What follows belongs to an exercise in optimizing a design on an open flow for a short achievable clock period and few clock cycles; a production flow would make more cautious choices.
The RTL was checked by simulation tests, not by an equivalence proof against the original design.
No activity file was given, so power comes from the tool's default toggle rates.

## beta
Design cpu, start of the top module:
module cpu
(
input clk,
input reset,
output [15:0] o_pc_addr,
output o_pc_rd,
input [15:0] i_pc_rddata,
input [15:0] i_ldst_rddata,
output [15:0] o_ldst_wrdata,
output [15:0] o_ldst_addr,
output o_ldst_rd,
output o_ldst_wr,
output [127:0] o_tb_regs
);
For scale: ~730 flip-flops, roughly 210 I/O pins, ~37,000 um^2 of cells after synthesis.
clock: 5.5 ns
lec_check: 0
cap_margin: 20
core_margin: 2
core_utilization: 40
place_density: 0.6
setup_slack_margin: 3.5
slew_margin: 20
run.sh (not shown) runs the stock make flow with config.mk's settings and CLKGATE_MAP_FILE= SYNTH_SCRIPT=/design/flow/synth_recipe.tcl, a recipe that flattens the netlist after the stock synthesis.
beta was carried through to the last stage, and its layout satisfied the timing, DRC and antenna checks.
Testbench counts of beta, summed over its fixed seeds: cycles 117,120.
[inputs] epsilon vs beta
--- a/flow/design.v
+++ b/flow/design.v
@@ -38,15 +38,15 @@
 output o_ldst_rd,
 output o_ldst_wr,
 output [127:0] o_tb_regs
 );
 localparam int NB = 8;    
 logic [7:0][15:0] rf;
 logic [14:0] fa;          
-logic [14:0] fa_b;        
+logic [14:0] fa_o;        
 logic [14:0] ras;         
 logic        d_valid;
 logic [14:0] d_pc, d_pc2;    
 logic        d_pt;           
 logic [14:0] d_ptgt;         
 logic        x_valid;
 logic        x_wait;      
@@ -95,23 +95,23 @@
 assign o_ldst_rd     = p_rd;
 assign o_ldst_wr     = p_wr;
 logic [15:0] w_val;
 assign w_val = w_ld ? i_ldst_rddata : (w_call ? {w_pc2, 1'b0} : w_res);
 regfile rf0 (.clk(clk), .reset(reset), .i_write(w_wr), .i_addrw(w_rd),
              .i_data_in(w_val), .o_regs(rf));
 assign o_tb_regs = rf;
-assign o_pc_addr = {fa, 1'b0};
+assign o_pc_addr = {fa_o, 1'b0};
 assign o_pc_rd   = 1'b1;
 logic          b_hit;
 logic [14:0]   b_pred;
 always_comb begin
   b_hit = 1'b0;
   b_pred = 15'd0;
   for (int k = 0; k < NB; k++) begin
-    if (b_v[k] && b_tag[k] == fa_b) begin
+    if (b_v[k] && b_tag[k] == fa) begin
       b_hit = 1'b1;
       b_pred = b_pred | (b_ret[k] ? ras : b_tgt[k]);
     end
   end
 end
 logic [15:0] ir;
 logic [3:0]  op;
@@ -209,15 +209,15 @@
 end
 logic [15:0] wa, wb;
 assign wa = x_la ? (x_mvhi ? {8'h00, w_val[7:0]} : w_val) : x_a;
 assign wb = x_lb ? (w_val ^ {16{x_sub}}) : x_b;
 always_ff @ (posedge clk, posedge reset) begin
   if (reset) begin
     fa <= 15'd1;      
-    fa_b <= 15'd0;
+    fa_o <= 15'd1;
     ras <= 15'd0;
     d_valid <= 1'b0;
     d_pc <= 15'd0; d_pc2 <= 15'd0; d_pt <= 1'b0; d_ptgt <= 15'd0;
     x_valid <= 1'b0;
     x_wait <= 1'b0;
     x_la <= 1'b0; x_lb <= 1'b0;
     x_a <= 16'd0; x_b <= 16'd0; x_sub <= 1'b0;
@@ -229,16 +229,16 @@
     w_wr <= 1'b0; w_ld <= 1'b0; w_call <= 1'b0; w_rd <= 3'd0; w_res <= 16'd0; w_pc2 <= 15'd0;
     p_rd <= 1'b0; p_wr <= 1'b0; p_addr <= 16'd0; p_data <= 16'd0;
     f_n <= 1'b0; f_z <= 1'b0;
     b_v <= '0; b_ptr <= 3'd0;
     u_v <= 1'b0; u_ret <= 1'b0; u_pc <= 15'd0; u_tgt <= 15'd0;
     u2_we <= '0; u2_ret <= 1'b0; u2_pc <= 15'd0; u2_tgt <= 15'd0;
   end else begin
-    fa      <= fa_next;
-    fa_b    <= fa_next;
+    fa_o    <= fa_next;
+    if (!d_wait) fa <= fa_next;    
     d_valid <= !(x_mis || d_wait || d_redir || d_rj || d_cr);
     d_pc    <= fa;
     d_pc2   <= fa + 15'd1;
     d_pt    <= b_hit;
     d_ptgt  <= b_pred;
     if (d_valid && d_call) ras <= d_pc2;
     if (x_go && x_flags) begin
Notes after the runs:
When the final numbers for beta and epsilon were put side by side, the standard cell core area turned out to be greater in epsilon. When the final numbers for beta and epsilon were put side by side, the clock period minus final worst setup slack turned out to be smaller in epsilon. Of beta and epsilon, the run reporting the lower count of clock-buffer cells in the layout was epsilon. Portion of total power attributed to the clock network, beta and epsilon: larger value in epsilon. Against beta, combinational power in epsilon fell by a few percent. Re reported leakage power: beta and epsilon aren't equal, and the higher value belongs to epsilon. Compared with beta, in epsilon core utilization now sits lower, initial antenna violation count now smaller, die area now sits higher, layout-stage area growth over the synthesis result now sits at about the same level. Relative to beta, epsilon degrades area after synthesis. Against beta as the reference, epsilon delivers a higher via total after detailed routing. beta has a lower final area than epsilon. Cmp epsilon vs beta: area of all sequential standard cells higher in epsilon.
Testbench counts of epsilon, summed over its fixed seeds: cycles 117,120.

---

## north
The RTL this note starts from:
==> flow/design.v <==
module alu
(
  input                i_cin,
  input  [15:0]        i_op_a,
  input  [15:0]        i_op_b,
  output logic [15:0]  o_sum,
  output logic         o_z
);
  logic [16:0] s;
  assign s = {i_op_a, 1'b1} + {i_op_b, i_cin};
  assign o_sum = s[16:1];
  assign o_z = ((i_op_a ^ i_op_b) == {i_op_a[14:0] | i_op_b[14:0], i_cin});
endmodule
module regfile
(
  input clk,
  input reset,
  input i_write,
  input [2:0] i_addrw,
  input [15:0] i_data_in,
  output logic [7:0][15:0] o_regs
);
  always_ff @ (posedge clk, posedge reset) begin
    if (reset) o_regs <= '0;
    else if (i_write) o_regs[i_addrw] <= i_data_in;
  end
endmodule
module cpu
(
input clk,
input reset,
output [15:0] o_pc_addr,
output o_pc_rd,
input [15:0] i_pc_rddata,
input [15:0] i_ldst_rddata,
output [15:0] o_ldst_wrdata,
output [15:0] o_ldst_addr,
output o_ldst_rd,
output o_ldst_wr,
output [127:0] o_tb_regs
);
localparam int NB = 8;    
logic [7:0][15:0] rf;
logic [14:0] fa;          
logic [14:0] ras;         
logic        d_valid;
logic [14:0] d_pc, d_pc2;    
logic        d_pt;           
logic [14:0] d_ptgt;         
logic        x_valid;
logic        x_wait;      
logic        x_wa, x_wb;  
logic [15:0] x_a, x_b;    
logic        x_sub;
logic [14:0] x_tgt;       
logic [14:0] x_pc, x_pc2;
logic        x_pt;
logic [14:0] x_ptgt;
logic        x_mvhi, x_flags, x_ld, x_st, x_ldrd, x_stw;
logic        x_br, x_breg, x_jz, x_jn, x_jmp, x_call, x_ret;
logic        x_wr;
logic [2:0]  x_rd;
logic        w_wr, w_ld;
logic [2:0]  w_rd;
logic [15:0] w_res;
logic        f_n, f_z;
logic [NB-1:0]       b_v, b_ret;
logic [NB-1:0][14:0] b_tag, b_tgt;
logic [2:0]          b_ptr;     
logic        u_v, u_ret;
logic [14:0] u_pc, u_tgt;
logic [15:0] x_sum;
logic        x_z;
logic        x_go, x_take, x_mis;
logic [14:0] x_target, x_redir;
alu alu0 (.i_cin(x_sub), .i_op_a(x_a), .i_op_b(x_b), .o_sum(x_sum), .o_z(x_z));
assign x_go     = x_valid && !x_wait;
assign x_take   = x_br && (x_jmp || (x_jz && f_z) || (x_jn && f_n));
assign x_target = x_breg ? x_a[15:1] : x_tgt;
assign x_mis    = x_go && (x_take ? (!x_pt || (x_breg && x_a[15:1] != x_ptgt)) : x_pt);
assign x_redir  = x_take ? x_target : x_pc2;
assign o_ldst_addr   = x_b;
assign o_ldst_wrdata = x_a;
assign o_ldst_rd     = x_ldrd;
assign o_ldst_wr     = x_stw;
logic [15:0] w_val;
assign w_val = w_ld ? i_ldst_rddata : w_res;
regfile rf0 (.clk(clk), .reset(reset), .i_write(w_wr), .i_addrw(w_rd),
             .i_data_in(w_val), .o_regs(rf));
assign o_tb_regs = rf;
assign o_pc_addr = {fa, 1'b0};
assign o_pc_rd   = 1'b1;
logic          b_hit;
logic [14:0]   b_pred;
always_comb begin
  b_hit = 1'b0;
  b_pred = 15'd0;
  for (int k = 0; k < NB; k++) begin
    if (b_v[k] && b_tag[k] == fa) begin
      b_hit = 1'b1;
      b_pred = b_pred | (b_ret[k] ? ras : b_tgt[k]);
    end
  end
end
logic [15:0] ir;
logic [3:0]  op;
logic        im;
logic [2:0]  rx, ry;
logic [14:0] tgt_imm;
logic        use_a, use_b;
logic        d_wr, d_sub, d_mvhi, d_call;
logic        ld_a, ld_b, d_live, d_stall, d_redir;
assign ir = i_pc_rddata;
assign op = ir[3:0];
assign im = ir[4];
assign rx = ir[7:5];
assign ry = ir[10:8];
assign d_mvhi = (op == 4'd6);
assign d_call = (op == 4'd12);
assign d_sub  = (op == 4'd2) || (op == 4'd3);
logic [11:0] tgt_lo;
logic [3:0]  pc_hi_p, pc_hi_m;
assign tgt_lo  = {1'b0, d_pc2[10:0]} + {1'b0, ir[15:5]};
assign pc_hi_p = d_pc2[14:11] + 4'd1;
assign pc_hi_m = d_pc2[14:11] - 4'd1;
assign tgt_imm = {(tgt_lo[11] == ir[15]) ? d_pc2[14:11] : (tgt_lo[11] ? pc_hi_p : pc_hi_m),
                  tgt_lo[10:0]};
logic        xf_alu, xf_call;
logic        hxa, hxb, hca, hcb, hwa, hwb;
logic [15:0] ra, rb;           
logic [15:0] ma, sa;           
logic [15:0] cb;               
logic        kb;               
logic [15:0] na, nb;           
assign xf_alu  = x_valid && x_wr && !x_ld && !x_call;
assign xf_call = x_valid && x_call;
assign hxa = xf_alu && (x_rd == rx);
assign hxb = xf_alu && (x_rd == ry);
assign hca = xf_call && (rx == 3'd7);
assign hcb = xf_call && (ry == 3'd7);
assign hwa = w_wr && (w_rd == rx);
assign hwb = w_wr && (w_rd == ry);
always_comb begin
  ra = 16'd0;
  rb = 16'd0;
  for (int k = 0; k < 8; k++) begin
    ra = ra | (rf[k] & {16{rx == k && !hca && !hwa}});
    rb = rb | (rf[k] & {16{ry == k && !hcb && !hwb}});
  end
  ra = ra | ({x_pc2, 1'b0} & {16{hca}}) | (w_val & {16{hwa && !hca}});
  rb = rb | ({x_pc2, 1'b0} & {16{hcb}}) | (w_val & {16{hwb && !hcb}});
end
assign ma = (op == 4'd0) ? 16'h0000 : (d_mvhi ? 16'h00ff : 16'hffff);
assign sa = ma & {16{hxa}};
assign na = (x_sum & sa) | (ra & ma & ~{16{hxa}});
assign kb = im || d_call;
assign cb = d_call ? {d_pc2, 1'b0} : (d_mvhi ? {ir[15:8], 8'h00} : {{8{ir[15]}}, ir[15:8]});
assign nb = ((x_sum & {16{hxb && !kb}}) | (rb & {16{!hxb && !kb}}) | (cb & {16{kb}})) ^ {16{d_sub}};
assign use_a = (op == 4'd1) || (op == 4'd2) || (op == 4'd3) || (op == 4'd5) || d_mvhi ||
               (op[3] && !im);
assign use_b = (!im && (op == 4'd0 || op == 4'd1 || op == 4'd2 || op == 4'd3)) ||
               (op == 4'd4) || (op == 4'd5);
assign d_wr  = (op == 4'd0) || (op == 4'd1) || (op == 4'd2) || (op == 4'd4) ||
               d_mvhi || d_call;
assign ld_a = x_valid && x_ld && use_a && (x_rd == rx);
assign ld_b = x_valid && x_ld && use_b && (x_rd == ry);
assign d_live  = d_valid && !x_mis;
assign d_stall = d_live && (ld_a || ld_b);
assign d_redir = d_live && !d_pt && im &&
                 ((op == 4'd8) || d_call || (((op == 4'd9) || (op == 4'd10)) && ir[15]));
logic [14:0] fa_next;
always_comb begin
  if (x_mis) fa_next = x_redir;
  else if (d_stall) fa_next = fa;
  else if (d_redir) fa_next = tgt_imm;
  else if (b_hit) fa_next = b_pred;
  else fa_next = fa + 15'd1;
end
logic [NB-1:0] u_hit;    
always_comb begin
  for (int k = 0; k < NB; k++) u_hit[k] = b_v[k] && (b_tag[k] == u_pc);
end
always_ff @ (posedge clk, posedge reset) begin
  if (reset) begin
    fa <= 15'd1;      
    ras <= 15'd0;
    d_valid <= 1'b0;
    d_pc <= 15'd0; d_pc2 <= 15'd0; d_pt <= 1'b0; d_ptgt <= 15'd0;
    x_valid <= 1'b0;
    x_wait <= 1'b0;
    x_wa <= 1'b0; x_wb <= 1'b0;
    x_a <= 16'd0; x_b <= 16'd0; x_sub <= 1'b0;
    x_tgt <= 15'd0; x_pc <= 15'd0; x_pc2 <= 15'd0; x_pt <= 1'b0; x_ptgt <= 15'd0;
    x_mvhi <= 1'b0; x_flags <= 1'b0; x_ld <= 1'b0; x_st <= 1'b0; x_ldrd <= 1'b0; x_stw <= 1'b0;
    x_br <= 1'b0; x_breg <= 1'b0; x_jz <= 1'b0; x_jn <= 1'b0; x_jmp <= 1'b0; x_call <= 1'b0;
    x_ret <= 1'b0;
    x_wr <= 1'b0; x_rd <= 3'd0;
    w_wr <= 1'b0; w_ld <= 1'b0; w_rd <= 3'd0; w_res <= 16'd0;
    f_n <= 1'b0; f_z <= 1'b0;
    b_v <= '0; b_ptr <= 3'd0;
    u_v <= 1'b0; u_ret <= 1'b0; u_pc <= 15'd0; u_tgt <= 15'd0;
  end else begin
    fa      <= fa_next;
    d_valid <= !(x_mis || d_stall || d_redir);
    d_pc    <= fa;
    d_pc2   <= fa + 15'd1;
    d_pt    <= b_hit;
    d_ptgt  <= b_pred;
    if (d_live && d_call) ras <= d_pc2;
    if (x_go && x_flags) begin
      f_n <= x_sum[15];
      f_z <= x_z;
    end
    u_v   <= x_go && x_take;
    u_ret <= x_ret;
    u_pc  <= x_pc;
    u_tgt <= x_target;
    if (u_v && !(|u_hit)) begin
      b_v[b_ptr] <= 1'b1;
      b_ptr <= b_ptr + 1'b1;
    end
    w_wr  <= x_go && x_wr;
    w_ld  <= x_ld;
    w_rd  <= x_rd;
    w_res <= x_call ? {x_pc2, 1'b0} : x_sum;
    if (x_wait) begin
      x_wait <= 1'b0;
      x_stw  <= x_st;
      if (x_wa) x_a <= x_mvhi ? {8'h00, i_ldst_rddata[7:0]} : i_ldst_rddata;
      if (x_wb) x_b <= i_ldst_rddata ^ {16{x_sub}};
    end else begin
      x_valid <= d_live;
      x_wait  <= d_stall;
      x_wa    <= ld_a;
      x_wb    <= ld_b;
      x_a     <= na;
      x_b     <= nb;
      x_sub   <= d_sub;
      x_tgt   <= tgt_imm;
      x_pc    <= d_pc;
      x_pc2   <= d_pc2;
      x_pt    <= d_pt || d_redir;
      x_ptgt  <= d_pt ? d_ptgt : tgt_imm;
      x_mvhi  <= d_mvhi;
      x_flags <= (op == 4'd1) || d_sub;
      x_ld    <= (op == 4'd4);
      x_st    <= (op == 4'd5);
      x_ldrd  <= d_live && (op == 4'd4);
      x_stw   <= d_live && (op == 4'd5) && !d_stall;
      x_br    <= op[3];
      x_breg  <= !im;
      x_jz    <= (op == 4'd9);
      x_jn    <= (op == 4'd10);
      x_jmp   <= (op == 4'd8) || d_call;
      x_call  <= d_call;
      x_ret   <= (op == 4'd8) && !im && (rx == 3'd7);
      x_wr    <= d_wr;
      x_rd    <= d_call ? 3'd7 : rx;
    end
  end
end
always_ff @ (posedge clk) begin
  if (u_v) begin
    for (int k = 0; k < NB; k++) begin
      if (u_hit[k] || (!(|u_hit) && b_ptr == k)) begin
        b_tag[k] <= u_pc;
        b_tgt[k] <= u_tgt;
        b_ret[k] <= u_ret;
      end
    end
  end
end
endmodule
clock: 5.5 ns
lec_check: 0
cap_margin: 20
core_margin: 2
core_utilization: 40
place_density: 0.6
setup_slack_margin: 2.5
slew_margin: 20
The final layout from north, which completed every stage, passed the timing, DRC and antenna checks at the end of the flow.
Testbench counts of north, summed over its fixed seeds: cycles 118,050.
## Diff of input files: south against north
--- a/flow/design.v
+++ b/flow/design.v
@@ -57,4 +57,5 @@
 logic        x_pt;
 logic [14:0] x_ptgt;
+logic        x_mov;       
 logic        x_mvhi, x_flags, x_ld, x_st, x_ldrd, x_stw;
 logic        x_br, x_breg, x_jz, x_jn, x_jmp, x_call, x_ret;
@@ -110,5 +111,6 @@
 logic        use_a, use_b;
 logic        d_wr, d_sub, d_mvhi, d_call;
-logic        ld_a, ld_b, d_live, d_stall, d_redir;
+logic        ld_a, ld_b, d_live, d_stall, d_redir, d_rj;
+logic [15:0] va_fast;
 assign ir = i_pc_rddata;
 assign op = ir[3:0];
@@ -119,11 +121,5 @@
 assign d_call = (op == 4'd12);
 assign d_sub  = (op == 4'd2) || (op == 4'd3);
-logic [11:0] tgt_lo;
-logic [3:0]  pc_hi_p, pc_hi_m;
-assign tgt_lo  = {1'b0, d_pc2[10:0]} + {1'b0, ir[15:5]};
-assign pc_hi_p = d_pc2[14:11] + 4'd1;
-assign pc_hi_m = d_pc2[14:11] - 4'd1;
-assign tgt_imm = {(tgt_lo[11] == ir[15]) ? d_pc2[14:11] : (tgt_lo[11] ? pc_hi_p : pc_hi_m),
-                  tgt_lo[10:0]};
+assign tgt_imm = d_pc2 + {{4{ir[15]}}, ir[15:5]};
 logic        xf_alu, xf_call;
 logic        hxa, hxb, hca, hcb, hwa, hwb;
@@ -165,15 +161,21 @@
 assign ld_a = x_valid && x_ld && use_a && (x_rd == rx);
 assign ld_b = x_valid && x_ld && use_b && (x_rd == ry);
+assign va_fast = (xf_alu && x_mov && x_rd == rx) ? (x_a | x_b) : ra;
 assign d_live  = d_valid && !x_mis;
 assign d_stall = d_live && (ld_a || ld_b);
 assign d_redir = d_live && !d_pt && im &&
                  ((op == 4'd8) || d_call || (((op == 4'd9) || (op == 4'd10)) && ir[15]));
+assign d_rj    = d_live && !d_pt && !im && ((op == 4'd8) || d_call) && !ld_a &&
+                 !(xf_alu && !x_mov && x_rd == rx);
 logic [14:0] fa_next;
-always_comb begin
-  if (x_mis) fa_next = x_redir;
-  else if (d_stall) fa_next = fa;
-  else if (d_redir) fa_next = tgt_imm;
-  else if (b_hit) fa_next = b_pred;
-  else fa_next = fa + 15'd1;
+logic [14:0] fa_early;
+always_comb begin
+  if (x_mis) fa_early = x_redir;
+  else if (d_stall) fa_early = fa;
+  else if (b_hit) fa_early = b_pred;
+  else fa_early = fa + 15'd1;
+  if (d_redir) fa_next = tgt_imm;
+  else if (d_rj) fa_next = va_fast[15:1];
+  else fa_next = fa_early;
 end
 logic [NB-1:0] u_hit;    
@@ -192,5 +194,5 @@
     x_a <= 16'd0; x_b <= 16'd0; x_sub <= 1'b0;
     x_tgt <= 15'd0; x_pc <= 15'd0; x_pc2 <= 15'd0; x_pt <= 1'b0; x_ptgt <= 15'd0;
-    x_mvhi <= 1'b0; x_flags <= 1'b0; x_ld <= 1'b0; x_st <= 1'b0; x_ldrd <= 1'b0; x_stw <= 1'b0;
+    x_mov <= 1'b0; x_mvhi <= 1'b0; x_flags <= 1'b0; x_ld <= 1'b0; x_st <= 1'b0; x_ldrd <= 1'b0; x_stw <= 1'b0;
     x_br <= 1'b0; x_breg <= 1'b0; x_jz <= 1'b0; x_jn <= 1'b0; x_jmp <= 1'b0; x_call <= 1'b0;
     x_ret <= 1'b0;
@@ -202,5 +204,5 @@
   end else begin
     fa      <= fa_next;
-    d_valid <= !(x_mis || d_stall || d_redir);
+    d_valid <= !(x_mis || d_stall || d_redir || d_rj);
     d_pc    <= fa;
     d_pc2   <= fa + 15'd1;
@@ -240,7 +242,8 @@
       x_pc    <= d_pc;
       x_pc2   <= d_pc2;
-      x_pt    <= d_pt || d_redir;
-      x_ptgt  <= d_pt ? d_ptgt : tgt_imm;
+      x_pt    <= d_pt || d_redir || d_rj;
+      x_ptgt  <= d_pt ? d_ptgt : (d_rj ? va_fast[15:1] : tgt_imm);
       x_mvhi  <= d_mvhi;
+      x_mov   <= (op == 4'd0) || d_mvhi;
       x_flags <= (op == 4'd1) || d_sub;
       x_ld    <= (op == 4'd4);
Results
On final instance area, the higher figure sits with south, not north.
Across both runs, post-route clock period utilization was lower for south than for north.
south against north: power share of the clock group climbed 1.0 points; minimum hold slack dropped 0.0045 ns; number of vias per cell climbed 2.5%; amount of wire on met2 after detailed routing climbed about 12%.
When south is set beside north, its instance count on the critical path turns out to be 3 smaller.
Going from north to south, synthesis-to-finish area growth rose by 3.7 points; standard cell core area rose by about 2%.
Testbench counts of south, summed over its fixed seeds: cycles 115,878.

what the ideal ports hide:
No port has a modelled driver above. Below, the same layouts with a new extraction and two added sets of constraints. Step 1 assumes that a clkbuf_16 drives the clock port and a buf_2 every other input. Step 2 moves the port delays by t, midway between the first and last clock arrival at a register: inputs arrive t later, outputs are due t later. That takes back most of the time a late clock gives input paths. a / b / c = ideal / step 1 / step 2; a / b = the first two.
run	t (ns)	setup WS [ns]	worst slew at a driven data input, ns
beta	0.718	2.354 / 2.354 / 1.699	0.30
epsilon	0.728	2.592 / 2.592 / 2.024	0.10
north	0.686	2.237 / 2.192 / 1.506	0.14
south	0.704	2.385 / 2.388 / 1.700	0.13
After both steps setup and hold are still met in every run listed. The setup slack of north, which loses most, moves by -0.045 ns with the drivers and by -0.731 ns with both steps.
